This is an optimization exercise on Yosys and OpenROAD, whose aim is small area and a short achievable clock period, not a production implementation.
Function was checked by simulation only, so behaviour that the tests miss may differ from the original.
Power is estimated from default activity; no workload was simulated.

## run 1
// main
module main(
   input start,
   input clk,
   input rst,
   input [7:0] pixel_in1,
   input [7:0] pixel_in2,
   input [7:0] pixel_in3,
   input [7:0] pixel_in4,
   input [7:0] filter,
   input [7:0] size,
   output reg ValidResult,
   output reg [18:0] Pixel_address,
   output reg [7:0] pixel_out1,
   output reg [7:0] pixel_out2,
   output reg [7:0] pixel_out3,
   output reg [7:0] pixel_out4
);
For scale: roughly 4200 cells after synthesis, roughly 560 flip-flops, roughly 100 I/O pins, roughly 38000 µm² of cells after synthesis.
Settings: LEC_CHECK=0, CAP_MARGIN=20, CORE_MARGIN=2, CORE_UTILIZATION=55, CTS_CLUSTER_DIAMETER=70, CTS_CLUSTER_SIZE=30, SLEW_MARGIN=50; clock period 52.0 ns.
run.sh (not shown) runs the stock make flow with config.mk's settings and CLKGATE_MAP_FILE= SYNTH_SCRIPT=/design/flow/synth_recipe.tcl, a recipe that flattens the netlist after the stock synthesis.
Run 1 did not stop at any stage, and its layout met the timing, DRC and antenna checks.
Here is what was changed in the inputs of run 2 compared with run 1.
# run 1
export LEC_CHECK = 0
export CAP_MARGIN = 20
export CORE_MARGIN = 2
export CORE_UTILIZATION = 55
export CTS_CLUSTER_DIAMETER = 70
export CTS_CLUSTER_SIZE = 30
export SLEW_MARGIN = 50
create_clock -name core_clock -period 52.0 [get_ports {clk}]
# run 2
export LEC_CHECK = 0
export CAP_MARGIN = 20
export CORE_MARGIN = 2
export CORE_UTILIZATION = 40
export CTS_CLUSTER_DIAMETER = 70
export CTS_CLUSTER_SIZE = 30
export SLEW_MARGIN = 50
create_clock -name core_clock -period 52.0 [get_ports {clk}]
Findings:
- In run 2, logic gate share of total power is higher than in run 1.
- Taking run 1 as the reference, in run 2 standard cell core area +26000 µm²; top achievable clock speed neither gained nor lost much; die boundary width increased by 17% relative to the old numbers; final area rose 270 µm²; instance area at placement climbed 0.72%.
- The met2 track demand over resource in global routing of run 2 falls short of that of run 1 by 16 points.
- Between run 1 and run 2, the maximum single-stage delay on the critical path figures differ only marginally.
Input changes introduced in run 3 (baseline for comparison: run 2):
# run 2
export LEC_CHECK = 0
export CAP_MARGIN = 20
export CORE_MARGIN = 2
export CORE_UTILIZATION = 40
export CTS_CLUSTER_DIAMETER = 70
export CTS_CLUSTER_SIZE = 30
export SLEW_MARGIN = 50
create_clock -name core_clock -period 52.0 [get_ports {clk}]
# run 3
export LEC_CHECK = 0
export CAP_MARGIN = 20
export CORE_MARGIN = 2
export CORE_UTILIZATION = 40
export CTS_CLUSTER_DIAMETER = 60
export CTS_CLUSTER_SIZE = 24
export SLEW_MARGIN = 60
create_clock -name core_clock -period 52.0 [get_ports {clk}]
[summary]
The post-route fraction of the period consumed by the critical path on run 2 is in line with that on run 3. Run 3 gives more detailed-route wire length than run 2 did. Looking at final instance area across both flows, run 3 is the weaker of the two, with run 2 ahead. Going from run 2 to run 3, maximum vdd drop grows by 16%.
Relative to run 3, the following input files were edited for run 4:
# run 3
export LEC_CHECK = 0
export CAP_MARGIN = 20
export CORE_MARGIN = 2
export CORE_UTILIZATION = 40
export CTS_CLUSTER_DIAMETER = 60
export CTS_CLUSTER_SIZE = 24
export SLEW_MARGIN = 60
create_clock -name core_clock -period 52.0 [get_ports {clk}]
# run 4
export LEC_CHECK = 0
export CAP_MARGIN = 20
export CORE_MARGIN = 2
export CORE_UTILIZATION = 40
export CTS_CLUSTER_DIAMETER = 60
export CTS_CLUSTER_SIZE = 24
export SLEW_MARGIN = 50
create_clock -name core_clock -period 52.0 [get_ports {clk}]
--- outcome ---
Run 4 has completed all stages; timing, DRC and antenna checks passed.
Re power in combinational cells: run 4 is about 2% down on run 3.
| switching power total | higher: run 3 |
In the metrics for run 3 and run 4, the one carrying the higher register-to-register slack is run 4.
The global-route usage in run 4 was lower than what run 3 gave.
Per the comparison of run 4 with run 3, fraction of layout cells with a size suffix above 1 now smaller; final routed wirelength across all metal layers now smaller; register fraction of the total cell area now larger; highest attainable clock frequency comparable.
[compare] base=run 3 new=run 4: first-pass GRT wire length dropped about 0.8%, met1 usage dropped 0.68 points.

[port drivers added, routing unchanged]
In the flow no input, the clock included, has a driving cell. The finished layouts below were timed again as built, in two steps.
Step 1 (the two cells are an assumption about what drives the block):
set clk [get_ports {clk}]
set_driving_cell -lib_cell sky130_fd_sc_hd__clkbuf_16 $clk
set_driving_cell -lib_cell sky130_fd_sc_hd__buf_2 [delete_from_list [all_inputs] $clk]
Step 2 times the ports against the registers' clock, not the clock port: input delays grow and output delays shrink by t, the midpoint of the rising clock arrivals with the driver on.
a / b / c = ideal ports / drivers / drivers and shift; a / b = the first two.
run | t, ns | setup WS [ns] | worst setup path after step 2 | slew at the worst register clock pin (ns) | cell pins on the clock port's net
run 1 | 0.679 | 39.789 / 39.836 / 39.157 | input to register | 0.11 / 0.11 | 1
run 2 | 0.667 | 39.766 / 39.811 / 39.144 | input to register | 0.12 / 0.12 | 1
run 3 | 0.699 | 39.778 / 39.826 / 39.128 | input to register | 0.09 / 0.09 | 1
run 4 | 0.696 | 39.781 / 39.827 / 39.131 | input to register | 0.10 / 0.10 | 1
After both steps setup and hold are still met in every run listed.
